This design comes from an exercise in tuning for small area on the open sky130 flow, not from production work.
RTL that was checked went through simulation tests only; none was proved equivalent to the original.
Function not checked in run 2: the RTL went through the layout flow alone.
The clock cells of run 7 come from the design's own scripts or RTL, not from TritonCTS.
The flow treats the clock pin as an ideal source. Dropping or thinning the clock tree relies on that and would not hold on a real chip.
Power figures rest on the tool's default switching activity, not on a simulated workload.

$ cat flow/flow/run.sh
#!/bin/bash
# Standard ORFS flow with an area-oriented synthesis: no adder extraction,
# and an ABC script of our own (flow/abc_area.script). Port buffers use buf_1.
set -euo pipefail
W=$(pwd)
rm -rf "$W/scripts_mod"
cp -r "$FLOW_HOME/scripts" "$W/scripts_mod"
cp "$W/flow/abc_area.script" "$W/scripts_mod/abc_area.script"
bash standard.sh ADDER_MAP_FILE= ABC_AREA=1 SCRIPTS_DIR="$W/scripts_mod" \
  "BUFFER_PORTS_ARGS=-buffer_cell sky130_fd_sc_hd__buf_1" "CTS_ARGS=-sink_clustering_enable -repair_clock_nets -dont_use_dummy_load -buf_list {sky130_fd_sc_hd__clkbuf_8} -sink_clustering_size 40 -sink_clustering_max_diameter 200" finish > "$W/flow_make.log" 2>&1
$ cat flow/standard.sh
#!/bin/bash
# synth_recipe.tcl (not shown) runs the flow's synth.tcl, then flattens the netlist and writes it again
# the make line also repeats each setting of config.mk as NAME=value (left out here)
make -C /OpenROAD-flow-scripts/flow DESIGN_CONFIG=/design/flow/config.mk WORK_HOME=/design/flow/orfs CLKGATE_MAP_FILE= SYNTH_SCRIPT=/design/flow/synth_recipe.tcl "${@:-finish}"
$ cat flow/constraint.sdc
create_clock -name core_clock -period 10.0 [get_ports {clk}]
set_input_delay 2.0000 -clock core_clock [delete_from_list [all_inputs] [get_ports {clk}]]
set_output_delay 2.0000 -clock core_clock [all_outputs]
set_load 0.01 [all_outputs]
$ cat flow/design.v
`timescale 1ns / 1ps
module clkdiv(
    input wire clk,
    input wire clr,
    output wire ce25
    );
	reg t;
	always @(posedge clk or posedge clr)
		if (clr)
			t <= 1'b0;
		else
			t <= ~t;
	assign ce25 = ~t;
endmodule
`timescale 1ns / 1ps
module key_ctrl(
    input wire clk,
    input wire ce25,
    input wire clr,
    input wire kbClk,
    input wire kbData,
    output reg [2:0] k1,
    output reg k2f0
    );
	reg cv, dv;
	reg [1:0] cc, dc;
	reg cF, dF;
	always @(posedge clk or posedge clr)
		if (clr) begin
			cv <= 1'b0;
			dv <= 1'b0;
			cc <= 2'd2;
			dc <= 2'd2;
			cF <= 1'b1;
			dF <= 1'b1;
		end else if (ce25) begin
			cv <= kbClk;
			dv <= kbData;
			cc <= (kbClk != cv) ? 2'd0 : (cc == 2'd3) ? 2'd3 : cc + 2'd1;
			dc <= (kbData != dv) ? 2'd0 : (dc == 2'd3) ? 2'd3 : dc + 2'd1;
			if (cc == 2'd3) cF <= cv;
			if (dc == 2'd3) dF <= dv;
		end
	reg [1:0] fr;
	reg hi;
	reg [3:0] bc;
	reg [7:0] sh;
	always @(posedge clk)
		if (ce25 && fr != 2'd0 && !hi && !cF && bc <= 4'd8)
			sh <= {dF, sh[7:1]};
	reg [2:0] cls;
	always @(*)
		case (sh)
			8'h1D: cls = 3'b001;
			8'h1C: cls = 3'b010;
			8'h1B: cls = 3'b100;
			8'h23: cls = 3'b110;
			8'hE0: cls = 3'b111;
			default: cls = 3'd0;
		endcase
	always @(posedge clk or posedge clr)
		if (clr) begin
			fr <= 2'd0;
			hi <= 1'b0;
			bc <= 4'd0;
			k1 <= 3'd0;
			k2f0 <= 1'b0;
		end else if (ce25) begin
			if (fr == 2'd0) begin
				if (!dF) fr <= 2'd1;
			end else if (hi) begin
				if (cF) begin
					hi <= 1'b0;
					bc <= bc + 4'd1;
				end
			end else if (bc < 4'd11) begin
				if (!cF) hi <= 1'b1;
			end else if (bc == 4'd11) begin
				bc <= 4'd12;
			end else if (bc == 4'd12) begin
				if (fr == 2'd2) begin
					k2f0 <= (sh == 8'hF0);
					bc <= 4'd13;
				end else begin
					if (fr == 2'd1) k1 <= cls;
					fr <= (fr == 2'd1) ? 2'd2 : 2'd1;
					bc <= 4'd0;
				end
			end else begin
				bc <= 4'd0;
				if (k2f0) fr <= 2'd3;
				else if (k1[1] & k1[0]) fr <= 2'd1;	 
				else fr <= 2'd2;
			end
		end
endmodule
`timescale 1ns / 1ps
module sev_seg(
    input clock,
    input reset,
    input [3:0] digit3,
    input [3:0] digit2,
    input [3:0] digit1,
    input [3:0] digit0,
    input blank,             
    output [7:0] s,
    output dp,
    output [3:0] an
    );
	reg [15:0] lf;
	reg [1:0] q;
	wire z = ~|lf[14:0];
	wire fb = lf[15] ^ lf[13] ^ lf[12] ^ lf[10] ^ z;
	wire wrap = lf[15] & z;
	always @(posedge clock or posedge reset)
		if (reset) begin
			lf <= 16'd0;
			q <= 2'd0;
		end else begin
			lf <= {lf[14:0], fb};
			if (wrap) q <= q + 2'd1;
		end
	reg [3:0] dg;
	always @(*)
		case (q)
			2'd0: dg = digit0;
			2'd1: dg = digit1;
			2'd2: dg = digit2;
			default: dg = digit3;
		endcase
	wire [3:0] v = blank ? 4'd0 : dg;
	reg [6:0] temp;
	always @(*)
		case (v)
			4'd0 : temp = 7'b1000000;
			4'd1 : temp = 7'b1111001;
			4'd2 : temp = 7'b0100100;
			4'd3 : temp = 7'b0110000;
			4'd4 : temp = 7'b0011001;
			4'd5 : temp = 7'b0010010;
			4'd6 : temp = 7'b0000010;
			4'd7 : temp = 7'b1111000;
			4'd8 : temp = 7'b0000000;
			4'd9 : temp = 7'b0010000;
			default : temp = 7'b0111111;
		endcase
	assign s = {1'b0, temp};
	assign an = ~(4'b0001 << q);
	assign dp = ~(q == 2'd3);
endmodule
`timescale 1ns / 1ps
module top_control(
    input kbClk,
    input kbData,
    input clk,
    input clr,
    output [7:0] seg,
    output [3:0] anode,
    output dec
    );
wire keyCe;
wire [2:0] k1;
wire k2f0;
clkdiv U1 (.clk(clk), .clr(clr), .ce25(keyCe));
key_ctrl U2 (.clk(clk), .ce25(keyCe), .clr(clr), .kbClk(kbClk), .kbData(kbData),
		.k1(k1), .k2f0(k2f0));
	wire kW = k1[0] & ~k1[2];		 
	wire kA = k1[1] & ~k1[2];		 
	wire kS = k1[2] & ~k1[1];		 
	wire kD = k1[2] & k1[1] & ~k1[0] & k2f0;	 
	localparam [2:0] IDLE = 3'd0, INC = 3'd4, TSTART = 3'd2, RUN = 3'd3, STOP = 3'd1;
	reg [2:0] st, stn;
	always @(*)
		case (st)
			IDLE:    stn = kD ? INC : (kA ? TSTART : IDLE);
			INC:     stn = STOP;
			TSTART:  stn = RUN;
			RUN:     stn = kS ? STOP : RUN;
			STOP:    stn = kA ? RUN : STOP;
			default: stn = IDLE;
		endcase
	always @(posedge clk or posedge clr)
		if (clr)
			st <= IDLE;
		else if (kW)
			st <= IDLE;
		else
			st <= stn;
	wire idle = (st == IDLE);
	wire blank = idle & ~kD;
	wire run = (st == TSTART) | ((st == RUN) & ~kS) | ((st == STOP) & kA);
	localparam [16:0] TEND = 17'd43223;
	reg [16:0] tk;
	wire click = (tk == TEND);
	wire tkeep = ~kW & ~click & ~idle;
	wire tstep = tkeep & run;
	wire thold = tkeep & ~run;
	wire [16:0] tnx = {tk[15:0], ~(tk[16] ^ tk[13])};
	always @(posedge clk)
		tk <= ({17{tstep}} & tnx) | ({17{thold}} & tk);
	function [3:0] bcdnext(input [3:0] d, input ci, input w);
		reg [3:0] t;
		begin
			t[0] = ci;
			t[1] = ci & d[0] & ~d[3];
			t[2] = ci & d[0] & d[1];
			t[3] = ci & d[0] & (d[3] | (d[2] & d[1]));
			bcdnext = (d ^ t) & {4{~w}};
		end
	endfunction
	reg [3:0] c0, c1, c2, c3;
	wire i0 = kD | click;
	wire i1 = i0 & c0[3] & c0[0];
	wire i2 = i1 & c1[3] & c1[0];
	wire i3 = i2 & c2[3] & c2[0];
	wire cw = kW | blank;
	always @(posedge clk) begin
		c0 <= bcdnext(c0, i0, cw);
		c1 <= bcdnext(c1, i1, cw);
		c2 <= bcdnext(c2, i2, cw);
		c3 <= bcdnext(c3, i3, cw);
	end
sev_seg U3 (.clock(clk), .reset(clr), .digit0(c0), .digit1(c1), .digit2(c2), .digit3(c3),
		.blank(blank), .s(seg), .dp(dec), .an(anode));
endmodule
$ cat flow/flow/abc_area.script
&get -n
&st
&deepsyn -T 20
&dch -f
&nf -R 1000
&put
topo
$ cat flow/config.mk
export PLATFORM = sky130hd
export DESIGN_NAME = top_control
export DESIGN_NICKNAME = top_control
export VERILOG_FILES = /design/flow/design.v
export SDC_FILE = /design/flow/constraint.sdc
export NUM_CORES = 4
export LEC_CHECK = 0
export CAP_MARGIN = 20
export CORE_MARGIN = 2
export CORE_UTILIZATION = 40
export SLEW_MARGIN = 20
==> results.sh, run 1 <==
export IMPL_outcome="timing/DRC/antenna clean"
export IMPL_layout_nets=331
export IMPL_drtPass1Iterations=4
export IMPL_synth_top_family_by_area="simple AND/OR/NAND/NOR gates"
export IMPL_syn_cell_area_um2=3227
export IMPL_wire_per_inst_um=13.04
export IMPL_fin_crit_sh_pct=46.91
export IMPL_synth_seq_cells=82
export IMPL_max_freq_mhz=213.2
export IMPL_fin_cells=427
export IMPL_cp_max_fo=7
export IMPL_drive_above_1_share_pct=4.923
export IMPL_hold_slack_ps=384.9
export IMPL_antenna_cells=0
export IMPL_port_buffers=15
export IMPL_synthesis_nets=306
export IMPL_hold_start="U3.lf[8]"
export IMPL_p_leak_nw=1.341
export IMPL_relSlewSlack_pct=34.41
export IMPL_vdd_drop_max_mv=0.07761
export IMPL_numCtsBuffers=9
export IMPL_place_hpwl_um=3924
export IMPL_cts_root_buf="clkbuf_8"
export IMPL_core_area_um2=7767
export IMPL_grt_pass1_wl_um=9894
export IMPL_synth_compound_area_share_pct=14.50
export IMPL_fp_dieW_um=93.82
export IMPL_synthXorXnorAreaFrac_pct=1.357
export IMPL_p_total_uw=739.7
export IMPL_synth_ff_type="dfrtp_1"
export IMPL_tightest_slew_ps=981.8
export IMPL_drv_cap=0
export IMPL_cts_resized=0
export IMPL_grt_pass1_vias=2211
export IMPL_gp_congestion=0.7580
export IMPL_period_minus_slack_ps=4691
export IMPL_seq_area_frac_synth_pct=59.87
export IMPL_cts_htree_levels=3
export IMPL_wl_met2_um=2597
export IMPL_synth_largest_area_cell="dfrtp_1"
export IMPL_drc=0
export IMPL_worst_setup_path_end_kind="output port"
export IMPL_cp_slowest_cell="dfrtp_1"
export IMPL_ys_types=40
export IMPL_routed_wl_um=5570
export IMPL_startpoint_type="flop"
export IMPL_p_per_area_nw_per_um2=209.4
export IMPL_vias_per_cell=5.323
export IMPL_final_util_pct=45.47
export IMPL_critPathTopFamily="simple AND/OR/NAND/NOR gates"
export IMPL_yosysTopAreaCellShare_pct=28.69
export IMPL_cpPeakStageDelay_ps=480
export IMPL_grt_use_total_pct=14.28
export IMPL_wl_met3_um=203
export IMPL_dr_total_vias=2273
export IMPL_rsz0062_at_grt="false"
export IMPL_synth_async_reset_ratio_pct=50.00
export IMPL_slew_violations=0
export IMPL_fin_skew_ps=21.73
export IMPL_timing_rr_start="tk[6]"
export IMPL_yosysWarnings=4
export IMPL_critPathKind="reg2out"
export IMPL_path_cells="or2_0 -> o22ai_1 -> or3_1 -> o21a_1 -> nor2b_1 -> a21oi_1 -> nor2_1 -> or2_0 -> nor2_1 -> o22ai_1 -> buf_1"
export IMPL_top_layer_used="met4"
export IMPL_numClockSinks=82
export IMPL_wl_met1_um=2695
export IMPL_cts_hold_buffers=0
export IMPL_dpl_cell_area_um2=3408
export IMPL_cts_tree="done"
export IMPL_dieHeight_um=93.82
export IMPL_final_setup_worst_slack_ps=5309
export IMPL_dieArea_um2=8801
export IMPL_post_cts_setup_buffers=0
export IMPL_clkTransAtPathRegs_ps=90
export IMPL_grt_max_degree=42
export IMPL_final_cell_mix="dfrtp_1, dfxtp_1, nor2_1, nor3_1, a21oi_1"
export IMPL_antenna_found_initial=0
export IMPL_io_pins=17
export IMPL_grt_overflow_total=0
export IMPL_setup_violations=0
export IMPL_clk_latency_ps=360
export IMPL_critPathBufInv=1
export IMPL_synth_cells=302
export IMPL_drtAntennaViolNets=0
export IMPL_first_iter_violations=90
export IMPL_startpoint="U3.q[0]"
export IMPL_place_inst=418
export IMPL_synth_area_leaders="dfrtp_1, dfxtp_1, edfxtp_1"
export IMPL_rows=32
export IMPL_synth_fa_ha_area_share_pct=0
export IMPL_synth_edf_count=8
export IMPL_area_growth_pct=9.461
export IMPL_clk_path_buf_depth=2
export IMPL_avgSynthCellArea_um2=10.68
export IMPL_hold_path_class="reg2reg"
export IMPL_dp_slack_ps=5694
export IMPL_arrival_ps=2690
export IMPL_synth_simple_gate_area_share_pct=20.55
export IMPL_finalHoldViolCount=0
export IMPL_synthMuxAreaShare_pct=2.443
export IMPL_cp_required_ps=8000
export IMPL_stdcell_area_um2=3532
export IMPL_layout_commonest_cell="dfrtp_1"
export IMPL_tns_ps=0
export IMPL_fillCellCount=766
export IMPL_start_util_pct=41.54
flip-flops by register name, indices dropped and copies added, names as in the netlist:
name / count
U2.dv: 1
c2: 4
U1.t: 1
U3.q: 2
U2.fr: 2
c1: 4
U2.k2f0: 1
U2.dF: 1
U2.dc: 2
U2.k1: 3
st: 3
U2.cc: 2
U2.cF: 1
c3: 4
U2.sh: 8
tk: 17
U3.lf: 16
U2.bc: 4
U2.cv: 1
c0: 4
U2.hi: 1
report_power, final:
group,total [mW],switching (mW),internal (mW)
Combinational,0.129,0.0811,0.0475
Clock,0.179,0.0988,0.0804
Sequential,0.432,0.0462,0.386
synthesized netlist by cell type, types with 5 or more instances:
cell type  number
a22o_1         17
mux2_1          5
nor2_1         32
edfxtp_1        8
and3_1         10
o22ai_1         6
or2_0           7
nand2_1        20
nor2b_1        11
dfrtp_1        37
dfxtp_1        33
nor3_1         25
xnor2_1         5
o21ai_0         8
a21oi_1        21
clkinv_1        6
worst paths after layout:
path / cells after the start / slack (ps) / to
worst max-delay path: 11 / 5310 / seg[5]
worst min-delay path: 0 / 380 / U3.lf[9]
worst max register to register: 13 / 6630 / c3[3]
worst min register to register: 0 / 380 / U3.lf[9]
max in group asynchronous: 3 / 7890 / U2.dF
min in group asynchronous: 3 / 1710 / U3.lf[3]
logic make-up after synthesis:
group,count (synthesis)
compound gates,70
xor+xnor,5
buf+inv,8
flops,82
mux,6
other cells,1
simple gates,130
per-layer routing:
metal | track usage (%) | vias up
met4 | 5.797 | 0
met3 | 4.575 | 7
met1 | 18.20 | 1088
met2 | 22.50 | 34
li1 | - | 1144
met5 | 0 | -
layout make-up:
cell class	count	area (um2)	share of cell area (%)
Multi-Input combinational cell	212	1262	35.74
Tap cell	102	127.6	3.613
Clock buffer	9	123.9	3.507
Timing Repair Buffer	16	63.81	1.807
Inverter	6	22.52	0.6376
Sequential cell	82	1932	54.69
==> run 2, diff against run 1 <==
--- a/flow/design.v
+++ b/flow/design.v
@@ -144,3 +144,8 @@
 			4'd9 : temp = 7'b0010000;
-			default : temp = 7'b0111111;
+			4'd10 : temp = 7'b0001100;
+			4'd11 : temp = 7'b0111000;
+			4'd12 : temp = 7'b0010000;
+			4'd13 : temp = 7'b0010010;
+			4'd14 : temp = 7'b0001010;
+			default : temp = 7'b1111000;
 		endcase
==> flow/flow/run.sh (replaced) <==
#!/bin/bash
# Standard ORFS flow with an area-oriented synthesis: no adder extraction,
# and an ABC script of our own (flow/abc_area.script). Port buffers use buf_1.
# CTS without dummy loads; afterwards flow/post_cts.tcl downsizes clock
# buffers that have slew to spare.
set -euo pipefail
W=$(pwd)
rm -rf "$W/scripts_mod"
cp -r "$FLOW_HOME/scripts" "$W/scripts_mod"
cp "$W/flow/abc_area.script" "$W/scripts_mod/abc_area.script"
bash standard.sh ADDER_MAP_FILE= ABC_AREA=1 SCRIPTS_DIR="$W/scripts_mod" \
  "BUFFER_PORTS_ARGS=-buffer_cell sky130_fd_sc_hd__buf_1" POST_CTS_TCL="$W/flow/post_cts.tcl" "CTS_ARGS=-sink_clustering_enable -repair_clock_nets -dont_use_dummy_load -buf_list {sky130_fd_sc_hd__clkbuf_8} -sink_clustering_size 40 -sink_clustering_max_diameter 200" finish > "$W/flow_make.log" 2>&1
==> flow/flow/post_cts.tcl (new file) <==
# Downsize clock-tree buffers where the flip-flop clock pins still see a
# small slew. Each buffer is tried with smaller clkbuf cells and kept at the
# smallest one that leaves every clock-pin slew under the limit.
set pc_limit 0.110
proc pc_max_clk_slew {} {
  set a 0
  foreach p [get_pins -hierarchical */CLK] {
    set s [get_property $p slew_max]
    if {$s > $a} { set a $s }
  }
  return $a
}
estimate_parasitics -placement
puts "post_cts: max clock-pin slew before [pc_max_clk_slew]"
foreach inst [get_cells clkbuf_*] {
  set orig [get_property [get_property $inst liberty_cell] name]
  foreach c {sky130_fd_sc_hd__clkbuf_2 sky130_fd_sc_hd__clkbuf_4} {
    if {$c == $orig} { break }
    replace_cell $inst $c
    estimate_parasitics -placement
    set s [pc_max_clk_slew]
    if {$s <= $pc_limit} {
      puts "post_cts: [get_full_name $inst] $orig -> $c (max clock-pin slew $s)"
      set orig ""
      break
    }
    replace_cell $inst $orig
  }
  if {$orig != ""} { estimate_parasitics -placement }
}
puts "post_cts: max clock-pin slew after [pc_max_clk_slew]"
==> run 2 against run 1 <==
  * Maximum frequency is 6.6% higher
  * Global-route usage increased by 0.43 points
  * Non-clock buffer count unchanged
  * Design area decreased by 1.2%
  * Sequential share of layout area up 0.65 points
  * Sequential cell count is the same
  * Area after synthesis is 0.43% lower
  * Die area shrank 0.40%
  * Combinational power decreased by 46%
  * Largest cell class unchanged
  * Largest power group unchanged
==> results.sh, run 2 <==
export IMPL_grt_max_degree=42
export IMPL_start_util_pct=41.37
export IMPL_drtAntennaViolNets=0
export IMPL_place_inst=424
export IMPL_holdPathStages=0
export IMPL_grt_overflow_total=0
export IMPL_largest_register="tk"
export IMPL_drv_cap=0
export IMPL_tightest_slew_ps=928.7
export IMPL_yosysWarnings=4
export IMPL_synth_fa_ha_area_share_pct=0
export IMPL_synth_edf_count=8
export IMPL_synth_largest_area_cell="dfrtp_1"
export IMPL_vias_per_cell=5.298
export IMPL_reg2regPathDepth=12
export IMPL_rsz0062_at_grt="false"
export IMPL_critPathKind="reg2out"
export IMPL_layout_commonest_cell="nor2_1"
export IMPL_synth_top_family_by_area="simple AND/OR/NAND/NOR gates"
export IMPL_dieHeight_um=93.63
export IMPL_outcome="timing/DRC/antenna clean"
export IMPL_synth_ff_type="dfrtp_1"
export IMPL_area_growth_pct=8.645
export IMPL_fin_skew_ps=37.21
export IMPL_reg_largest_list="tk (17), U3.lf (16), U2.sh (8)"
export IMPL_synth_async_reset_ratio_pct=50.00
export IMPL_clk_latency_ps=520
export IMPL_avgSynthCellArea_um2=10.43
export IMPL_gp_congestion=0.7798
export IMPL_cp_required_ps=8000
export IMPL_numClockSinks=82
export IMPL_synthXorXnorAreaFrac_pct=1.908
export IMPL_max_freq_mhz=227.2
export IMPL_dr_total_vias=2294
export IMPL_drc=0
export IMPL_synth_compound_area_share_pct=14.91
export IMPL_drive_above_1_share_pct=4.532
export IMPL_synthMuxAreaShare_pct=1.402
export IMPL_ys_types=43
export IMPL_setup_violations=0
export IMPL_p_total_uw=635.9
export IMPL_fin_cells=433
export IMPL_cp_slowest_cell="dfrtp_1"
export IMPL_arrival_ps=2400
export IMPL_synthesis_nets=312
export IMPL_core_area_um2=7767
export IMPL_synth_seq_cells=82
export IMPL_fillCellCount=741
export IMPL_finalHoldViolCount=0
export IMPL_synth_cells=308
export IMPL_syn_cell_area_um2=3213
export IMPL_hold_path_class="reg2reg"
export IMPL_port_buffers=15
export IMPL_worst_setup_path_end_kind="output port"
export IMPL_vdd_drop_max_mv=0.1005
export IMPL_relSlewSlack_pct=37.75
export IMPL_routed_wl_um=5692
export IMPL_final_cell_mix="nor2_1, dfrtp_1, dfxtp_1, nand2_1, a21oi_1"
export IMPL_drtPass1Iterations=4
export IMPL_synth_simple_gate_area_share_pct=19.55
export IMPL_seq_area_frac_synth_pct=60.12
export IMPL_startpoint_type="flop"
export IMPL_antenna_cells=0
export IMPL_fp_dieW_um=93.63
export IMPL_grt_pass1_vias=2260
export IMPL_yosysTopAreaCellShare_pct=28.82
export IMPL_synth_area_leaders="dfrtp_1, dfxtp_1, edfxtp_1"
export IMPL_slew_violations=0
export IMPL_grt_pass1_wl_um=10220
export IMPL_grt_use_total_pct=14.71
export IMPL_hold_slack_ps=380.1
export IMPL_fin_crit_sh_pct=44.01
export IMPL_path_cells="nor2_1 -> clkinv_1 -> o21ai_0 -> o21ai_0 -> nor2_1 -> a31o_1 -> buf_1"
export IMPL_wire_per_inst_um=13.15
export IMPL_rows=32
export IMPL_antenna_found_initial=0
export IMPL_dp_slack_ps=6152
export IMPL_io_pins=17
export IMPL_layout_nets=337
export IMPL_synthTopCellsByCount="nor2_1, dfrtp_1, dfxtp_1"
export IMPL_cp_max_fo=7
export IMPL_yosys_cell_count_top_type="nor2_1"
export IMPL_dpl_cell_area_um2=3395
export IMPL_tns_ps=0
export IMPL_dieArea_um2=8766
export IMPL_clkTransAtPathRegs_ps=100
export IMPL_p_leak_nw=1.341
export IMPL_place_hpwl_um=3904
export IMPL_final_setup_worst_slack_ps=5599
export IMPL_period_minus_slack_ps=4401
export IMPL_stdcell_area_um2=3491
export IMPL_first_iter_violations=80
export IMPL_cpPeakStageDelay_ps=460
export IMPL_final_util_pct=44.94
export IMPL_p_per_area_nw_per_um2=182.2
export IMPL_largest_reg_flops=17
export IMPL_cts_tree="done"
-- run 2: area by class of cell --
cell class / count / area [um2] / area share (%)
timing repair buffer: 16 / 63.81 / 1.828
sequential: 82 / 1932 / 55.34
inverter: 13 / 48.80 / 1.398
tap: 102 / 127.6 / 3.656
clock buffer: 9 / 96.34 / 2.760
multi-input combinational: 211 / 1222 / 35.02
-- run 2: cells by family after synthesis --
kind of cell	count (synthesis)
flip-flops	82
AO/OA/AOI/OAI	71
other	1
AND/OR/NAND/NOR	128
buffers and inverters	15
multiplexers	4
XOR/XNOR	7
-- run 2: worst max-delay path, delay by kind of cell, from the launching register on --
family | cells | cell delay, ps
AO/OA/AOI/OAI | 3 | 790
flip-flops | 1 | 460
AND/OR/NAND/NOR | 2 | 320
buffers and inverters | 2 | 300
-- run 2: worst paths after layout --
check	from	to	slack [ps]
worst min-delay path	U3.lf[9]	U3.lf[10]	380
min in group asynchronous	clr	U1.t	1570
worst min register to register	U3.lf[9]	U3.lf[10]	380
worst max-delay path	U3.q[0]	seg[3]	5600
max in group asynchronous	clr	U2.fr[1]	8050
worst max register to register	tk[8]	c3[3]	6830
-- run 2: where the power goes --
part	switching [mW]	internal, mW	total [mW]
combinational	0.0438	0.0262	0.0700
sequential	0.0322	0.373	0.405
clock	0.101	0.0601	0.161
total	0.177	0.459	0.636
-- run 2: metal layers --
layer | share of wire (%) | track usage [%]
met3 | 3.5 | 5.318
met5 | 0 | 0
met1 | 51 | 20.06
met2 | 45 | 22.06
met4 | 1.2 | 4.348
==> run 3, diff against run 2 <==
--- a/flow/design.v
+++ b/flow/design.v
@@ -46,16 +46,25 @@
 	reg [3:0] bc;
-	reg [7:0] sh;
+	reg [3:0] r;
+	function [2:0] lowcls(input [3:0] lo, input d4);
+		case ({lo, d4})
+			5'b1101_1: lowcls = 3'b001;	 
+			5'b1100_1: lowcls = 3'b010;	 
+			5'b1011_1: lowcls = 3'b100;	 
+			5'b0011_0: lowcls = 3'b110;	 
+			5'b0000_0: lowcls = 3'b111;	 
+			5'b0000_1: lowcls = 3'b011;	 
+			default:   lowcls = 3'b000;
+		endcase
+	endfunction
+	wire ehi = (r[1] & r[0]) | (r[2] & r[1] & ~r[0] & (bc == 4'd6));
 	always @(posedge clk)
-		if (ce25 && fr != 2'd0 && !hi && !cF && bc <= 4'd8)
-			sh <= {dF, sh[7:1]};
-	reg [2:0] cls;
-	always @(*)
-		case (sh)
-			8'h1D: cls = 3'b001;
-			8'h1C: cls = 3'b010;
-			8'h1B: cls = 3'b100;
-			8'h23: cls = 3'b110;
-			8'hE0: cls = 3'b111;
-			default: cls = 3'd0;
-		endcase
+		if (ce25 && fr != 2'd0 && !hi && !cF && bc != 4'd0 && bc <= 4'd8) begin
+			if (bc <= 4'd4)
+				r <= {dF, r[3:1]};
+			else if (bc == 4'd5)
+				r <= {1'b0, lowcls(r, dF)};
+			else if (dF != ehi)
+				r <= 4'd0;
+		end
+	wire isF0 = (r[2:0] == 3'b011);
 	always @(posedge clk or posedge clr)
@@ -81,6 +90,6 @@
 				if (fr == 2'd2) begin
-					k2f0 <= (sh == 8'hF0);
+					k2f0 <= isF0;
 					bc <= 4'd13;
 				end else begin
-					if (fr == 2'd1) k1 <= cls;
+					if (fr == 2'd1) k1 <= isF0 ? 3'b000 : r[2:0];
 					fr <= (fr == 2'd1) ? 2'd2 : 2'd1;
==> flow/flow/abc_area.script (replaced) <==
&get -n
&st
&deepsyn -J 200 -T 300
&dch -f
&nf -R 1000
&put
topo
--- a/flow/config.mk
+++ b/flow/config.mk
@@ -9,3 +9,3 @@
 export CORE_MARGIN = 2
-export CORE_UTILIZATION = 40
+export CORE_UTILIZATION = 75
 export SLEW_MARGIN = 20
==> run 3 against run 2 <==
  * Design area shrank 3.8%
  * Die area is 46% lower
  * First-iteration DRC count grew 140%
  * Combinational power increased by 130%
  * Sequential power up 1%
  * Clock skew grew 5.2 ps
  * Setup slack gained 55 ps
  * Maximum frequency grew 1.3%
  * Critical endpoint unchanged
==> results.sh, run 3 <==
export IMPL_outcome="timing/DRC/antenna clean"
export IMPL_finalHoldViolCount=0
export IMPL_dieArea_um2=4753
export IMPL_timing_rr_start="tk[8]"
export IMPL_synth_area_leaders="dfrtp_1, dfxtp_1, a22o_1"
export IMPL_final_cell_mix="nor2_1, dfrtp_1, dfxtp_1, a21oi_1, nor3_1"
export IMPL_fillCellCount=244
export IMPL_cp_slowest_cell="dfrtp_1"
export IMPL_vdd_drop_max_mv=0.1801
export IMPL_place_hpwl_um=3998
export IMPL_fin_skew_ps=42.44
export IMPL_startpoint_type="flop"
export IMPL_cpPeakStageDelay_ps=480
export IMPL_critPathKind="reg2out"
export IMPL_largest_register="tk"
export IMPL_cp_required_ps=8000
export IMPL_synthTopCellsByCount="nor2_1, dfrtp_1, dfxtp_1"
export IMPL_routed_wl_um=6240
export IMPL_synth_seq_cells=78
export IMPL_tightest_slew_ps=1049
export IMPL_period_minus_slack_ps=4346
export IMPL_rows=23
export IMPL_worst_setup_path_end_kind="output port"
export IMPL_grt_pass1_wl_um=10120
export IMPL_min_to="U3.lf[2]"
export IMPL_fp_dieW_um=68.94
export IMPL_p_per_area_nw_per_um2=212.5
export IMPL_final_util_pct=83.35
export IMPL_wire_per_inst_um=16.04
export IMPL_synth_async_reset_ratio_pct=52.56
export IMPL_setup_violations=0
export IMPL_yosysWarnings=4
export IMPL_p_leak_nw=1.326
export IMPL_synth_largest_area_cell="dfrtp_1"
export IMPL_grt_overflow_total=0
export IMPL_start_util_pct=78.51
export IMPL_reg_largest_list="tk (17), U3.lf (16)"
export IMPL_ys_types=39
export IMPL_layout_commonest_cell="nor2_1"
export IMPL_antenna_found_initial=0
export IMPL_layout_nets=345
export IMPL_drtPass1Iterations=5
export IMPL_dieHeight_um=68.94
export IMPL_yosys_cell_count_top_type="nor2_1"
export IMPL_holdPathStages=0
export IMPL_crit_top_cell="o21ai_0"
export IMPL_io_pins=17
export IMPL_syn_cell_area_um2=3163
export IMPL_synth_edf_count=4
export IMPL_area_growth_pct=6.171
export IMPL_tns_ps=0
export IMPL_grt_pass1_vias=2326
export IMPL_hold_path_class="reg2reg"
export IMPL_drive_above_1_share_pct=4.720
export IMPL_grt_max_degree=42
export IMPL_rsz0062_at_grt="false"
export IMPL_gp_congestion=0.8977
export IMPL_arrival_ps=2350
export IMPL_antenna_cells=0
export IMPL_drtAntennaViolNets=0
export IMPL_hold_start="U3.lf[1]"
export IMPL_yosysTopAreaCellShare_pct=29.27
export IMPL_drc=0
export IMPL_max_freq_mhz=230.1
export IMPL_path_cells="or2_0 -> o21ai_0 -> o21ai_0 -> nor2_1 -> a31o_1 -> buf_1"
export IMPL_cp_max_fo=8
export IMPL_slew_violations=0
export IMPL_first_iter_violations=192
export IMPL_synthesis_nets=320
export IMPL_numClockSinks=78
export IMPL_cts_tree="done"
export IMPL_largest_reg_flops=17
export IMPL_seq_area_frac_synth_pct=57.28
export IMPL_drv_cap=0
export IMPL_port_buffers=15
export IMPL_r2r_end="c3[3]"
export IMPL_regToRegSetupSlack_ps=7200
export IMPL_vias_per_cell=6.522
export IMPL_clkTransAtPathRegs_ps=100
export IMPL_clk_latency_ps=500
export IMPL_dr_total_vias=2537
export IMPL_core_area_um2=4029
export IMPL_reg2regPathDepth=12
export IMPL_grt_use_total_pct=29.58
export IMPL_relSlewSlack_pct=29.83
export IMPL_avgSynthCellArea_um2=10.01
export IMPL_fin_crit_sh_pct=43.46
export IMPL_synth_cells=316
export IMPL_synth_ff_type="dfrtp_1"
[run 3: logic make-up (layout without fill, tap and decap cells)]
kind of cell,after synthesis,count (layout),synth area share (%)
and+or+nand+nor,126,126,19.46
AOI/OAI and AO/OA,83,83,16.85
DFF,78,78,57.28
buffers and inverters,16,39,2.136
xor gates and xnor gates,6,6,1.661
muxes,6,6,2.492
other,1,1,0.1186
[run 3: metrics by stage]
step	power, mW	instance area [um2]	cells	hold slack, ps	setup slack (ps)
detailed placement	0.5662	3274	380	363.2	6176
finish	0.7135	3358	389	358.5	5654
global placement	0.5594	3274	380	358.2	6266
global route	0.7540	3358	389	381.7	5400
floorplan	0.5237	3163	316	354.0	6240
[run 3: critical path, delay by kind of cell, from the launching register on]
family | cells | cell delay (ps)
AOI/OAI and AO/OA | 3 | 780
DFF | 1 | 480
and+or+nand+nor | 2 | 480
buffers and inverters | 1 | 140
[run 3: how the worst max path moves through the flow]
stage	from	endpoint	slack [ps]	depth (start not counted)
3_5_place_dp	U3.q[0]	seg[3]	6180	6
3_3_place_gp	U3.q[0]	seg[3]	6270	7
2_1_floorplan	U3.q[0]	seg[3]	6240	6
6_report	U3.q[0]	seg[3]	5650	6
5_1_grt	U3.q[1]	seg[5]	5400	8
[run 3: power breakdown]
part           leakage [nW]  internal [mW]  switching [mW]
Sequential            0.778          0.359          0.0501
Clock                0.0483         0.0498          0.0915
Combinational         0.500         0.0562           0.107
Total                  1.33          0.465           0.249
[run 3: area by class of cell]
| cell class | instances | area (um2) | share of cell area, % |
|---|---|---|---|
| Multi-Input combinational cell | 222 | 1286 | 38.30 |
| Tap cell | 50 | 62.56 | 1.863 |
| Sequential cell | 78 | 1812 | 53.95 |
| Inverter | 14 | 52.55 | 1.565 |
| Clock buffer | 9 | 81.33 | 2.422 |
| Timing Repair Buffer | 16 | 63.81 | 1.900 |
[run 3: per-layer routing]
layer	vias to the layer above	track usage (%)	wire length, um
li1	1186	-	-
met1	1203	35.34	2630
met2	124	48.80	3057
met3	24	10.55	409
met4	0	12.01	142
met5	-	0	0
==> run 4, diff against run 3 <==
--- a/flow/config.mk
+++ b/flow/config.mk
@@ -9,3 +9,3 @@
 export CORE_MARGIN = 2
-export CORE_UTILIZATION = 75
+export CORE_UTILIZATION = 60
 export SLEW_MARGIN = 20
==> run 4 against run 3 <==
  * Critical path depth is 1 higher
  * Sequential power hardly changed
  * Via count fell by 6.4%
  * Still clean on timing, DRC and antenna
  * Core utilization shrank 17 points
  * Die area increased by 23%
  * Total power down 0.50%
  * Design area up 0.82%
  * Maximum frequency is 1.3% lower
  * Non-clock buffer count stayed put
  * Clock skew fell by 8.4 ps
==> results.sh, run 4 <==
export IMPL_final_util_pct=66.29
export IMPL_multi_input_area_um2=1286
export IMPL_power_frac_seq_pct=57.2
export IMPL_drv_cap=0
export IMPL_clk_latency_ps=500
export IMPL_final_cell_mix="nor2_1, dfrtp_1, dfxtp_1, a21oi_1, nor3_1"
export IMPL_reg_largest_list="tk (17), U3.lf (16)"
export IMPL_tns_ps=0
export IMPL_critPathKind="reg2out"
export IMPL_seqCellArea_um2=1812
export IMPL_antenna_cells=0
export IMPL_synthesis_nets=320
export IMPL_period_minus_slack_ps=4405
export IMPL_vias_per_cell=5.804
export IMPL_startpoint_type="flop"
export IMPL_synth_ff_type="dfrtp_1"
export IMPL_cp_max_fo=8
export IMPL_use_met1_pct=29.86
export IMPL_dp_slack_ps=6116
export IMPL_p_per_area_nw_per_um2=209.7
export IMPL_dieArea_um2=5868
export IMPL_p_leak_nw=1.326
export IMPL_drc=0
export IMPL_power_internal_uw=466.8
export IMPL_fillCellCount=422
export IMPL_yosysTopAreaCellShare_pct=29.27
export IMPL_relSlewSlack_pct=31.92
export IMPL_place_hpwl_um=3945
export IMPL_vdd_drop_max_mv=0.1445
export IMPL_yosys_cell_count_top_type="nor2_1"
export IMPL_io_pins=17
export IMPL_syn_cell_area_um2=3163
export IMPL_numClockSinks=78
export IMPL_gp_congestion=0.8355
export IMPL_largest_reg_flops=17
export IMPL_routed_wl_um=5673
export IMPL_tightest_slew_ps=1017
export IMPL_stdcell_area_um2=3386
export IMPL_first_iter_violations=104
export IMPL_clkPwrFrac_pct=20.6
export IMPL_largest_register="tk"
export IMPL_worst_setup_path_end_kind="output port"
export IMPL_drive_above_1_share_pct=4.720
export IMPL_layout_commonest_cell="nor2_1"
export IMPL_grt_pass1_vias=2245
export IMPL_ys_types=39
export IMPL_max_freq_mhz=227.0
export IMPL_setup_violations=0
export IMPL_clkTransAtPathRegs_ps=80
export IMPL_synth_cells=316
export IMPL_outcome="timing/DRC/antenna clean"
export IMPL_synth_async_reset_ratio_pct=52.56
export IMPL_start_util_pct=61.93
export IMPL_arrival_ps=2400
export IMPL_switching_power_uw=243.2
export IMPL_fin_crit_sh_pct=44.05
export IMPL_dr_total_vias=2374
export IMPL_dpl_cell_area_um2=3299
export IMPL_grt_max_degree=42
export IMPL_drtPass1Iterations=4
export IMPL_core_area_um2=5107
export IMPL_drtAntennaViolNets=0
export IMPL_rsz0062_at_grt="false"
export IMPL_comb_power_share_pct=22.2
export IMPL_rows=26
export IMPL_avgSynthCellArea_um2=10.01
export IMPL_hold_path_class="reg2reg"
export IMPL_cp_required_ps=8000
export IMPL_fp_dieW_um=76.61
export IMPL_regToRegSetupSlack_ps=7270
export IMPL_grt_overflow_total=0
export IMPL_final_setup_worst_slack_ps=5595
export IMPL_grtUsageMet3_pct=7.109
export IMPL_wire_per_inst_um=13.87
export IMPL_synthTopCellsByCount="nor2_1, dfrtp_1, dfxtp_1"
export IMPL_synth_largest_area_cell="dfrtp_1"
export IMPL_synth_edf_count=4
export IMPL_swShare_pct=34.25
export IMPL_antenna_found_initial=0
export IMPL_p_total_uw=709.9
export IMPL_dieHeight_um=76.61
export IMPL_synth_seq_cells=78
export IMPL_seq_area_frac_synth_pct=57.28
export IMPL_synth_area_leaders="dfrtp_1, dfxtp_1, a22o_1"
export IMPL_cts_tree="done"
export IMPL_area_growth_pct=7.041
export IMPL_yosysWarnings=4
export IMPL_grt_pass1_wl_um=10300
export IMPL_port_buffers=15
export IMPL_busiest_layer="met2"
export IMPL_use_met2_pct=33.19
export IMPL_slew_violations=0
export IMPL_fin_skew_ps=34.09
export IMPL_finalHoldViolCount=0
export IMPL_layout_nets=345
export IMPL_grt_use_total_pct=21.94
run 4: cell types whose count changed in the layout (fill, tap and decap cells not counted):
cell,delta
clkbuf_2,-1
clkbuf_4,+1
run 4: final cells by class:
type | count | share of cell area [%]
clock buffers | 9 | 2.476
well taps | 70 | 2.587
multi-input cells | 222 | 37.99
inverters | 14 | 1.552
flip-flops and latches | 78 | 53.51
repair buffers | 16 | 1.885
run 4: power groups by stage:
stage	registers (mW)	logic, mW	clock network [mW]
final	0.406	0.157	0.146
after global routing	0.413	0.178	0.164
after detailed placement	0.412	0.155	0
after global placement	0.412	0.152	0
after floorplan	0.399	0.125	0
run 4: worst max-delay path: stages, from the launching register on:
cell      delay, ps
dfrtp_1         510
or2_0           250
o221ai_1        130
a31oi_1         380
o21ai_0         190
nor2_1          190
a31o_1          120
buf_1           160
run 4: path summary, 6_finish.rpt:
check                               from        end  depth (start not counted)
worst max-delay path             U3.q[0]     seg[3]                          7
worst min-delay path            U3.lf[6]   U3.lf[7]                          0
worst max register to register     tk[8]      c3[3]                         12
worst min register to register  U3.lf[6]   U3.lf[7]                          0
max in group asynchronous            clr   U2.dc[1]                          3
min in group asynchronous            clr  U3.lf[11]                          3
run 4: metrics by stage:
stage,hold slack [ps],instances
global route,396.7,409
detailed placement,363.6,400
global placement,356.9,400
finish,383.4,409
floorplan,354.0,316
run 4: layer usage:
layer	vias to the layer above	part of all wire [%]
met5	-	0
met4	0	1.3
met3	8	4.1
met2	45	44
met1	1134	50
li1	1187	-
run 4: kinds of logic (layout without fill, tap and decap cells):
kind of cell / count (synthesis) / count (layout) / synth area share [%]
AOI/OAI and AO/OA: 83 / 83 / 16.85
buffers and inverters: 16 / 39 / 2.136
other: 1 / 1 / 0.1186
and+or+nand+nor: 126 / 126 / 19.46
muxes: 6 / 6 / 2.492
DFF: 78 / 78 / 57.28
xor gates and xnor gates: 6 / 6 / 1.661
==> run 5, diff against run 4 <==
==> flow/flow/abc_area.script (replaced) <==
&get -n
&st
&deepsyn -T 20
&dch -f
&nf -R 1000
&put
topo
--- a/flow/config.mk
+++ b/flow/config.mk
@@ -9,3 +9,3 @@
 export CORE_MARGIN = 2
-export CORE_UTILIZATION = 60
+export CORE_UTILIZATION = 40
 export SLEW_MARGIN = 20
==> run 5 against run 4 <==
  * Core utilization decreased by 22 points
  * Area after synthesis unchanged
  * Sequential power about the same
==> results.sh, run 5 <==
export IMPL_synth_seq_cells=78
export IMPL_numClockSinks=78
export IMPL_start_util_pct=41.15
export IMPL_synth_largest_area_cell="dfrtp_1"
export IMPL_rows=32
export IMPL_fillCellCount=764
export IMPL_outcome="timing/DRC/antenna clean"
export IMPL_yosysTopAreaCellShare_pct=29.27
export IMPL_cp_max_fo=8
export IMPL_synthesis_nets=320
export IMPL_reg2regPathDepth=12
export IMPL_synth_cells=316
export IMPL_tns_ps=0
export IMPL_comb_power_share_pct=22.5
export IMPL_finalHoldViolCount=0
export IMPL_dr_total_vias=2352
export IMPL_syn_cell_area_um2=3163
export IMPL_tightest_slew_ps=658.3
export IMPL_relSlewSlack_pct=55.92
export IMPL_grt_pass1_wl_um=10250
export IMPL_power_internal_uw=469.5
export IMPL_power_frac_seq_pct=57.5
export IMPL_yosys_cell_count_top_type="nor2_1"
export IMPL_setup_violations=0
export IMPL_cp_slowest_cell="dfrtp_1"
export IMPL_synth_area_leaders="dfrtp_1, dfxtp_1, a22o_1"
export IMPL_final_cell_mix="nor2_1, dfrtp_1, dfxtp_1, a21oi_1, nor3_1"
export IMPL_cp_required_ps=8000
export IMPL_reg_largest_list="tk (17), U3.lf (16)"
export IMPL_grt_pass1_vias=2235
export IMPL_hold_path_class="reg2reg"
export IMPL_drive_above_1_share_pct=5.000
export IMPL_grt_max_degree=42
export IMPL_timing_rr_start="tk[8]"
export IMPL_clkTransAtPathRegs_ps=90
export IMPL_avgSynthCellArea_um2=10.01
export IMPL_grt_use_total_pct=14.86
export IMPL_clk_latency_ps=470
export IMPL_seqCellArea_um2=1812
export IMPL_worst_setup_path_end_kind="output port"
export IMPL_cpPeakStageDelay_ps=470
export IMPL_critPathKind="reg2out"
export IMPL_min_to="U3.lf[12]"
export IMPL_yosysWarnings=4
export IMPL_vdd_drop_max_mv=0.08150
export IMPL_port_buffers=15
export IMPL_routed_wl_um=5724
export IMPL_dp_slack_ps=6126
export IMPL_gp_congestion=0.8492
export IMPL_multi_input_area_um2=1286
export IMPL_fp_dieW_um=92.93
export IMPL_dieHeight_um=92.93
export IMPL_synth_edf_count=4
export IMPL_switching_power_uw=238.2
export IMPL_hold_slack_ps=370.5
export IMPL_crit_top_cell="o21ai_0"
export IMPL_arrival_ps=2350
export IMPL_startpoint_type="flop"
export IMPL_clkPwrFrac_pct=20.0
export IMPL_io_pins=17
export IMPL_fin_crit_sh_pct=43.51
export IMPL_place_hpwl_um=3981
export IMPL_path_cells="or2_0 -> o21ai_0 -> o21ai_0 -> nor2_1 -> a31o_1 -> buf_1"
export IMPL_seq_area_frac_synth_pct=57.28
export IMPL_p_total_uw=707.8
export IMPL_synth_ff_type="dfrtp_1"
export IMPL_layout_commonest_cell="nor2_1"
export IMPL_p_leak_nw=1.331
export IMPL_largest_register="tk"
export IMPL_dieArea_um2=8635
export IMPL_hold_start="U3.lf[11]"
export IMPL_wire_per_inst_um=12.95
export IMPL_antenna_cells=0
export IMPL_ys_types=39
export IMPL_swShare_pct=33.66
export IMPL_drtAntennaViolNets=0
export IMPL_core_area_um2=7687
export IMPL_p_per_area_nw_per_um2=206.2
export IMPL_synth_async_reset_ratio_pct=52.56
export IMPL_r2r_end="c3[3]"
export IMPL_fin_skew_ps=32.95
export IMPL_final_util_pct=44.66
export IMPL_drv_cap=0
export IMPL_synthTopCellsByCount="nor2_1, dfrtp_1, dfxtp_1"
export IMPL_drtPass1Iterations=5
export IMPL_period_minus_slack_ps=4351
export IMPL_cts_tree="done"
export IMPL_antenna_found_initial=0
export IMPL_vias_per_cell=5.321
export IMPL_grt_overflow_total=0
export IMPL_regToRegSetupSlack_ps=7180
export IMPL_max_freq_mhz=229.8
export IMPL_area_growth_pct=8.544
export IMPL_drc=0
export IMPL_final_setup_worst_slack_ps=5649
export IMPL_holdPathStages=0
export IMPL_largest_reg_flops=17
export IMPL_rsz0062_at_grt="false"
export IMPL_layout_nets=346
export IMPL_slew_violations=0
export IMPL_first_iter_violations=110
## run 5: cell families after synthesis
kind of cell	share of synthesized area (%)
flops	57.28
compound gates	16.85
mux	2.492
simple gates	19.46
other cells	0.1186
xor+xnor	1.661
buf+inv	2.136
## run 5: worst max path at each step
stage             end  cells after the start    start  slack (ps)
3_5_place_dp   seg[3]                      6  U3.q[0]        6130
3_3_place_gp   seg[3]                      6  U3.q[0]        6170
5_1_grt        seg[3]                      7  U3.q[0]        5340
2_1_floorplan  seg[3]                      6  U3.q[0]        6240
6_report       seg[3]                      6  U3.q[0]        5650
## run 5: critical path: cells and delay by family (launching register included)
| kind | cells | cell delay (ps) |
|---|---|---|
| buffers and inverters | 1 | 160 |
| AO/OA/AOI/OAI | 3 | 800 |
| flip-flops | 1 | 470 |
| AND/OR/NAND/NOR | 2 | 490 |
## run 5: per-stage QoR
| stage | cells | instance area, um2 |
|---|---|---|
| 3_5_place_dp | 432 | 3339 |
| 2_1_floorplan | 316 | 3163 |
| 5_1_grt | 442 | 3433 |
| 6_report | 442 | 3433 |
| 3_3_place_gp | 432 | 3339 |
## run 5: power groups by stage
stage,Clock (mW),Sequential (mW),Combinational [mW]
finish,0.141,0.407,0.159
global placement,0,0.412,0.152
global route,0.163,0.416,0.182
floorplan,0,0.399,0.125
detailed placement,0,0.413,0.154
## run 5: metal layers
metal,global-route usage (%),vias up,part of all wire [%]
li1,-,1194,-
met4,4.779,0,0.66
met2,22.16,35,45
met5,0,-,0
met3,4.394,4,3.3
met1,20.79,1119,51
## run 5: layout make-up
class                           instances  share of cell area (%)
Sequential cell                        78                   52.77
Multi-Input combinational cell        222                   37.46
Tap cell                              102                   3.717
Clock buffer                            9                   2.442
Timing Repair Buffer                   17                   2.077
Inverter                               14                   1.531
==> run 6, diff against run 5 <==
--- a/flow/design.v
+++ b/flow/design.v
@@ -26,3 +26,5 @@
 	reg [1:0] cc, dc;
-	reg cF, dF;
+	reg cFn, dFn;		 
+	wire cF = ~cFn;
+	wire dF = ~dFn;
 	always @(posedge clk or posedge clr)
@@ -33,4 +35,4 @@
 			dc <= 2'd2;
-			cF <= 1'b1;
-			dF <= 1'b1;
+			cFn <= 1'b0;
+			dFn <= 1'b0;
 		end else if (ce25) begin
@@ -40,4 +42,4 @@
 			dc <= (kbData != dv) ? 2'd0 : (dc == 2'd3) ? 2'd3 : dc + 2'd1;
-			if (cc == 2'd3) cF <= cv;
-			if (dc == 2'd3) dF <= dv;
+			if (cc == 2'd3) cFn <= ~cv;
+			if (dc == 2'd3) dFn <= ~dv;
 		end
==> flow/flow/abc_area.script (replaced) <==
&get -n
&st
&deepsyn -J 200 -T 300
&dch -f
&nf -R 1000
&put
topo
--- a/flow/config.mk
+++ b/flow/config.mk
@@ -9,3 +9,3 @@
 export CORE_MARGIN = 2
-export CORE_UTILIZATION = 40
+export CORE_UTILIZATION = 60
 export SLEW_MARGIN = 20
==> run 6 against run 5 <==
  * Final cell count down 7.0%
  * Setup slack better by 46 ps
  * Maximum frequency up 1.1%
  * Sequential cell count unchanged
  * Critical path depth up 3
  * Combinational power up 3%
  * Total power up 0.81%
==> results.sh, run 6 <==
export IMPL_clkTransAtPathRegs_ps=80
export IMPL_dp_slack_ps=6223
export IMPL_yosysTopAreaCellShare_pct=30.89
export IMPL_crit_end="seg[3]"
export IMPL_drtAntennaViolNets=0
export IMPL_relSlewSlack_pct=33.74
export IMPL_antenna_cells=0
export IMPL_grt_pass1_vias=2165
export IMPL_routed_wl_um=5520
export IMPL_grt_overflow_total=0
export IMPL_regToRegSetupSlack_ps=7300
export IMPL_critPathKind="reg2out"
export IMPL_drv_cap=0
export IMPL_slew_violations=0
export IMPL_cp_max_fo=7
export IMPL_max_freq_mhz=232.3
export IMPL_period_minus_slack_ps=4305
export IMPL_fin_crit_sh_pct=43.05
export IMPL_cp_required_ps=8000
export IMPL_place_hpwl_um=3888
export IMPL_critPathBufInv=2
export IMPL_p_per_area_nw_per_um2=210.3
export IMPL_seq_area_frac_synth_pct=57.27
export IMPL_synth_seq_cells=78
export IMPL_path_cells="clkinv_1 -> nand2_1 -> o221ai_1 -> a31oi_1 -> nand2b_1 -> nand2_1 -> nor2_1 -> a21o_1 -> buf_1"
export IMPL_arrival_ps=2310
export IMPL_hold_slack_ps=383.3
export IMPL_crit_top_cell="nand2_1"
export IMPL_outcome="timing/DRC/antenna clean"
export IMPL_yosys_cell_count_top_type="dfrtp_1"
export IMPL_finalHoldViolCount=0
export IMPL_synth_async_reset_ratio_pct=52.56
export IMPL_synthTopCellsByCount="dfrtp_1, nor2_1, dfxtp_1"
export IMPL_startpoint="U3.q[0]"
export IMPL_r2r_end="c3[3]"
export IMPL_cpPeakStageDelay_ps=490
export IMPL_drc=0
export IMPL_synth_cells=317
export IMPL_critPathTopFamily="compound AO/OA/AOI/OAI gates"
export IMPL_avgSynthCellArea_um2=9.966
export IMPL_yosysWarnings=4
export IMPL_synth_edf_count=4
export IMPL_io_pins=17
export IMPL_cp_num_cells=9
export IMPL_synth_ff_type="dfrtp_1"
export IMPL_layout_commonest_cell="dfrtp_1"
export IMPL_rsz0062_at_grt="false"
export IMPL_synthesis_nets=321
export IMPL_fin_cells=411
export IMPL_dieArea_um2=5862
export IMPL_worst_setup_path_end_kind="output port"
export IMPL_hold_path_class="reg2reg"
export IMPL_core_area_um2=5107
export IMPL_p_leak_nw=1.336
export IMPL_clk_latency_ps=480
export IMPL_start_util_pct=61.86
export IMPL_place_inst=401
export IMPL_gp_congestion=0.7957
export IMPL_dieHeight_um=76.57
export IMPL_area_growth_pct=7.406
export IMPL_cts_tree="done"
export IMPL_first_iter_violations=162
export IMPL_reg_largest_list="tk (17), U3.lf (16)"
export IMPL_syn_cell_area_um2=3159
export IMPL_cp_slowest_cell="dfrtp_1"
export IMPL_vias_per_cell=5.640
export IMPL_grt_pass1_wl_um=9694
export IMPL_drtPass1Iterations=4
export IMPL_reg2regPathDepth=12
export IMPL_antenna_found_initial=0
export IMPL_final_cell_mix="dfrtp_1, nor2_1, dfxtp_1, a21oi_1, nand2_1"
export IMPL_synth_area_leaders="dfrtp_1, dfxtp_1, a22o_1"
export IMPL_timing_rr_start="tk[8]"
export IMPL_rows=26
export IMPL_grt_use_total_pct=20.93
export IMPL_final_setup_worst_slack_ps=5695
export IMPL_synth_largest_area_cell="dfrtp_1"
export IMPL_largest_reg_flops=17
export IMPL_drive_above_1_share_pct=4.106
export IMPL_grt_max_degree=42
export IMPL_setup_violations=0
export IMPL_port_buffers=15
export IMPL_fp_dieW_um=76.57
export IMPL_vdd_drop_max_mv=0.1893
export IMPL_tightest_slew_ps=990.2
export IMPL_ys_types=38
export IMPL_tns_ps=0
export IMPL_fin_skew_ps=23.68
export IMPL_layout_nets=347
export IMPL_largest_register="tk"
export IMPL_startpoint_type="flop"
export IMPL_dr_total_vias=2318
export IMPL_wire_per_inst_um=13.43
export IMPL_numClockSinks=78
-- run 6: metal layers --
metal / global-route usage (%) / up-vias / wire (um)
met5: 0 / - / 0
met4: 7.636 / 0 / 67
met3: 6.635 / 5 / 192
met2: 32.39 / 39 / 2459
met1: 27.87 / 1089 / 2800
li1: - / 1185 / -
-- run 6: kinds of logic after synthesis --
group | count (synthesis) | synth area share (%)
compound gates | 84 | 16.95
xor+xnor | 9 | 2.495
buf+inv | 21 | 2.733
flops | 78 | 57.27
mux | 4 | 1.742
other cells | 1 | 0.1187
simple gates | 120 | 18.69
-- run 6: area by class of cell --
type / instances / area, um2
clock buffers: 9 / 90.09
fillers: 427 / 1714
repair buffers: 17 / 71.32
flip-flops and latches: 78 / 1809
inverters: 19 / 71.32
well taps: 70 / 87.58
multi-input cells: 218 / 1264
-- run 6: power breakdown --
group | switching, mW | total, mW | internal (mW)
Combinational | 0.103 | 0.163 | 0.0600
Sequential | 0.0455 | 0.404 | 0.359
Clock | 0.0905 | 0.146 | 0.0560
Total | 0.239 | 0.713 | 0.475
-- run 6: how the worst min path moves through the flow --
stage / from / endpoint / slack [ps] / cells after the start
after floorplan: U3.lf[9] / U3.lf[10] / 350 / 0
after global placement: U3.lf[9] / U3.lf[10] / 360 / 0
after detailed placement: U3.lf[6] / U3.lf[7] / 360 / 0
after global routing: U3.lf[6] / U3.lf[7] / 400 / 0
final: U3.lf[6] / U3.lf[7] / 380 / 0
-- run 6: per-stage QoR --
| step | instance area [um2] | utilization, % | total power, mW |
|---|---|---|---|
| 2_1_floorplan | 3159 | - | 0.5248 |
| 3_3_place_gp | 3296 | 64.53 | 0.5653 |
| 3_5_place_dp | 3296 | 64.53 | 0.5682 |
| 5_1_grt | 3393 | 66.44 | 0.7627 |
| 6_report | 3393 | 66.44 | 0.7135 |
==> run 7, diff against run 6 <==
--- a/flow/design.v
+++ b/flow/design.v
@@ -26,5 +26,3 @@
 	reg [1:0] cc, dc;
-	reg cFn, dFn;		 
-	wire cF = ~cFn;
-	wire dF = ~dFn;
+	reg cF, dF;
 	always @(posedge clk or posedge clr)
@@ -35,4 +33,4 @@
 			dc <= 2'd2;
-			cFn <= 1'b0;
-			dFn <= 1'b0;
+			cF <= 1'b1;
+			dF <= 1'b1;
 		end else if (ce25) begin
@@ -42,4 +40,4 @@
 			dc <= (kbData != dv) ? 2'd0 : (dc == 2'd3) ? 2'd3 : dc + 2'd1;
-			if (cc == 2'd3) cFn <= ~cv;
-			if (dc == 2'd3) dFn <= ~dv;
+			if (cc == 2'd3) cF <= cv;
+			if (dc == 2'd3) dF <= dv;
 		end
==> flow/flow/run.sh (replaced) <==
#!/bin/bash
# Standard ORFS flow with an area-oriented synthesis: no adder extraction,
# and an ABC script of our own (flow/abc_area.script). Port buffers use buf_1.
# The clock tree is flow/clock_tree.tcl (four clkbuf_8 fed by the clock
# port) in place of clock_tree_synthesis; the rest of the CTS step is ORFS's.
set -euo pipefail
W=$(pwd)
rm -rf "$W/scripts_mod"
cp -r "$FLOW_HOME/scripts" "$W/scripts_mod"
cp "$W/flow/abc_area.script" "$W/scripts_mod/abc_area.script"
grep -q '^log_cmd clock_tree_synthesis {\*}\$cts_args$' "$W/scripts_mod/cts.tcl"
sed -i "s#^log_cmd clock_tree_synthesis {\*}\$cts_args\$#source $W/flow/clock_tree.tcl#" "$W/scripts_mod/cts.tcl"
grep -q "^source $W/flow/clock_tree.tcl\$" "$W/scripts_mod/cts.tcl"
bash standard.sh ADDER_MAP_FILE= ABC_AREA=1 SCRIPTS_DIR="$W/scripts_mod" \
  "BUFFER_PORTS_ARGS=-buffer_cell sky130_fd_sc_hd__buf_1" finish > "$W/flow_make.log" 2>&1
==> flow/flow/clock_tree.tcl (new file) <==
# Clock tree of our own, in place of clock_tree_synthesis: the clock port
# drives four clkbuf_8, each driving the flip-flops of one quarter of the
# placed design (split in two by x, then each half in two by y).
set ct_buf sky130_fd_sc_hd__clkbuf_8
set ct_block [ord::get_db_block]
set ct_sinks {}
foreach it [[$ct_block findNet clk] getITerms] {
  set inst [$it getInst]
  set bb [$inst getBBox]
  lappend ct_sinks [list [expr {([$bb xMin] + [$bb xMax]) / 2}] [expr {([$bb yMin] + [$bb yMax]) / 2}] \
    "[$inst getName]/[[$it getMTerm] getName]"]
}
puts "clock_tree: [llength $ct_sinks] sinks"
set ct_sinks [lsort -integer -index 0 $ct_sinks]
set ct_n [llength $ct_sinks]
set ct_g 0
for {set i 0} {$i < 2} {incr i} {
  set col [lsort -integer -index 1 [lrange $ct_sinks [expr {$i * $ct_n / 2}] [expr {($i + 1) * $ct_n / 2 - 1}]]]
  set m [llength $col]
  for {set j 0} {$j < 2} {incr j} {
    set grp [lrange $col [expr {$j * $m / 2}] [expr {($j + 1) * $m / 2 - 1}]]
    set sx 0
    set sy 0
    set pins {}
    foreach s $grp {
      set sx [expr {$sx + [lindex $s 0]}]
      set sy [expr {$sy + [lindex $s 1]}]
      lappend pins [get_pins [lindex $s 2]]
    }
    set cx [expr {$sx / [llength $grp] / 1000.0}]
    set cy [expr {$sy / [llength $grp] / 1000.0}]
    puts "clock_tree: clkbuf_m$ct_g drives [llength $grp] sinks at ($cx, $cy)"
    insert_buffer -buffer_cell $ct_buf -net clk -load_pins $pins -location [list $cx $cy] \
      -buffer_name clkbuf_m$ct_g -net_name clknet_m$ct_g
    incr ct_g
  }
}
set_propagated_clock [all_clocks]
--- a/flow/config.mk
+++ b/flow/config.mk
@@ -9,3 +9,3 @@
 export CORE_MARGIN = 2
-export CORE_UTILIZATION = 60
+export CORE_UTILIZATION = 40
 export SLEW_MARGIN = 20
removed: flow/flow/post_cts.tcl
==> run 7 against run 6 <==
  * Still clean
  * Setup slack gained 180 ps
  * Clock skew shrank 6.4 ps
  * Design area grew 0.33%
  * Maximum frequency grew 4.2%
==> results.sh, run 7 <==
export IMPL_outcome="timing/DRC/antenna clean"
export IMPL_drtAntennaViolNets=0
export IMPL_start_util_pct=41.15
export IMPL_grt_use_total_pct=13.48
export IMPL_syn_cell_area_um2=3163
export IMPL_dieHeight_um=92.93
export IMPL_synthTopCellsByCount="nor2_1, dfrtp_1, dfxtp_1"
export IMPL_yosysWarnings=4
export IMPL_drc=0
export IMPL_dr_total_vias=2340
export IMPL_port_buffers=15
export IMPL_max_freq_mhz=242.1
export IMPL_finalHoldViolCount=0
export IMPL_r2r_end="c3[3]"
export IMPL_antenna_cells=0
export IMPL_vias_per_cell=5.355
export IMPL_worst_setup_path_end_kind="output port"
export IMPL_area_growth_pct=7.635
export IMPL_timing_rr_start="tk[8]"
export IMPL_p_leak_nw=1.311
export IMPL_regToRegSetupSlack_ps=7190
export IMPL_first_iter_violations=111
export IMPL_largest_reg_flops=17
export IMPL_critPathKind="reg2out"
export IMPL_final_cell_mix="nor2_1, dfrtp_1, dfxtp_1, a21oi_1, nor3_1"
export IMPL_synth_area_leaders="dfrtp_1, dfxtp_1, a22o_1"
export IMPL_synth_largest_area_cell="dfrtp_1"
export IMPL_arrival_ps=2130
export IMPL_setup_violations=0
export IMPL_antenna_found_initial=0
export IMPL_synth_async_reset_ratio_pct=52.56
export IMPL_holdPathStages=0
export IMPL_avgSynthCellArea_um2=10.01
export IMPL_cts_resized=0
export IMPL_fillCellCount=768
export IMPL_relSlewSlack_pct=55.35
export IMPL_clk_latency_ps=180
export IMPL_drive_above_1_share_pct=3.582
export IMPL_hold_start="U3.lf[7]"
export IMPL_vdd_drop_max_mv=0.07989
export IMPL_synthesis_nets=320
export IMPL_fin_skew_ps=17.24
export IMPL_gp_congestion=0.8492
export IMPL_p_per_area_nw_per_um2=199.5
export IMPL_layout_nets=341
export IMPL_dp_slack_ps=6126
export IMPL_wire_per_inst_um=12.87
export IMPL_synth_seq_cells=78
export IMPL_cp_required_ps=8000
export IMPL_core_area_um2=7687
export IMPL_reg2regPathDepth=12
export IMPL_layout_commonest_cell="nor2_1"
export IMPL_post_cts_setup_buffers=0
export IMPL_synth_cells=316
export IMPL_routed_wl_um=5623
export IMPL_ys_types=39
export IMPL_rows=32
export IMPL_synth_edf_count=4
export IMPL_rsz0062_at_grt="false"
export IMPL_min_to="U3.lf[8]"
export IMPL_grt_pass1_wl_um=10090
export IMPL_period_minus_slack_ps=4130
export IMPL_final_setup_worst_slack_ps=5870
export IMPL_grt_pass1_vias=2191
export IMPL_clkTransAtPathRegs_ps=120
export IMPL_reg_largest_list="tk (17), U3.lf (16)"
export IMPL_slew_violations=0
export IMPL_io_pins=17
export IMPL_grt_overflow_total=0
export IMPL_fin_crit_sh_pct=41.30
export IMPL_startpoint_type="flop"
export IMPL_cp_max_fo=8
export IMPL_grt_max_degree=42
export IMPL_hold_path_class="reg2reg"
export IMPL_tns_ps=0
export IMPL_drv_cap=0
export IMPL_cts_hold_buffers=0
export IMPL_place_hpwl_um=3981
export IMPL_synth_ff_type="dfrtp_1"
export IMPL_largest_register="tk"
export IMPL_fp_dieW_um=92.93
export IMPL_dieArea_um2=8635
export IMPL_seq_area_frac_synth_pct=57.28
export IMPL_tightest_slew_ps=666.7
export IMPL_yosys_cell_count_top_type="nor2_1"
export IMPL_yosysTopAreaCellShare_pct=29.27
export IMPL_drtPass1Iterations=4
run 7: layer usage:
metal,wire (um),up-vias,GRT usage (%)
met5,0,-,0
met4,40,0,1.103
met3,185,2,0.8137
met2,2506,39,22.16
met1,2891,1119,20.52
li1,-,1180,-
run 7: final cells by class, clock buffers not listed:
class                   count  area, um2  area share (%)
inverters                  14      52.55           1.544
multi-input cells         222       1286           37.78
flip-flops and latches     78       1812           53.22
well taps                 102      127.6           3.749
repair buffers             17      71.32           2.095
run 7: critical path: stages (launching register included):
cell	delay (ps)
dfrtp_1	500
or2_0	310
o21ai_0	450
o21ai_0	220
nor2_1	180
a31o_1	140
buf_1	160
run 7: power breakdown:
part	leakage [nW]	switching (mW)	internal [mW]
Sequential	0.778	0.0479	0.359
Combinational	0.505	0.101	0.0588
Clock	0.0288	0.0754	0.0374
Total	1.31	0.224	0.455
run 7: worst max path at each step:
stage / start / to / slack (ps) / cells past startpoint
6_report: U3.q[0] / seg[3] / 5870 / 6
5_1_grt: U3.q[0] / seg[3] / 5630 / 7
4_1_cts: U3.q[0] / seg[3] / 5900 / 6
3_5_place_dp: U3.q[0] / seg[3] / 6130 / 6
3_3_place_gp: U3.q[0] / seg[3] / 6170 / 6
2_1_floorplan: U3.q[0] / seg[3] / 6240 / 6
run 7: cells by family after synthesis:
kind of cell	Yosys count	synth area share (%)
and+or+nand+nor	126	19.46
AOI/OAI and AO/OA	83	16.85
DFF	78	57.28
buffers and inverters	16	2.136
xor gates and xnor gates	6	1.661
muxes	6	2.492
other	1	0.1186
run 7: stage by stage:
step	utilization, %	instance area, um2	hold WS [ps]	std cells	power (mW)
after floorplan	-	3163	354.0	316	0.5237
after global routing	44.29	3405	412.7	437	0.7273
final	44.29	3405	389.7	437	0.6794
after global placement	43.44	3339	360.5	432	0.5644
after detailed placement	43.44	3339	360.8	432	0.5665
after CTS	44.16	3395	392.7	436	0.6779

## static timing again, ports no longer ideal
Ports are ideal in the flow. The routed layouts listed here were re-timed in OpenROAD. Step 1, drivers: a clkbuf_16 drives clk and a buf_2 each remaining input, both assumed. Step 2 adds t to the input delays and takes it off the output delays; t is the mean of the earliest and latest rising clock arrival at the registers after step 1. Input paths then give back, and output paths get back, about the clock's delay inside the block. Slacks: no drivers / after step 1 / after step 2; pairs: no drivers / after step 1.
run	t (ns)	setup WS [ns]	worst setup path after step 2	latest minus earliest clock arrival (ns)
run 1	0.372	5.309 / 5.279 / 5.652	register to output	0.030 / 0.029
run 2	0.532	5.599 / 5.572 / 6.104	register to output	0.038 / 0.037
run 3	0.507	5.654 / 5.627 / 6.134	register to output	0.042 / 0.042
run 4	0.512	5.595 / 5.569 / 6.081	register to output	0.035 / 0.035
run 5	0.481	5.649 / 5.622 / 6.102	register to output	0.033 / 0.033
run 6	0.499	5.695 / 5.666 / 6.165	register to output	0.024 / 0.024
run 7	0.221	5.870 / 5.815 / 6.036	register to output	0.017 / 0.018
After both steps setup and hold are still met in every run listed.
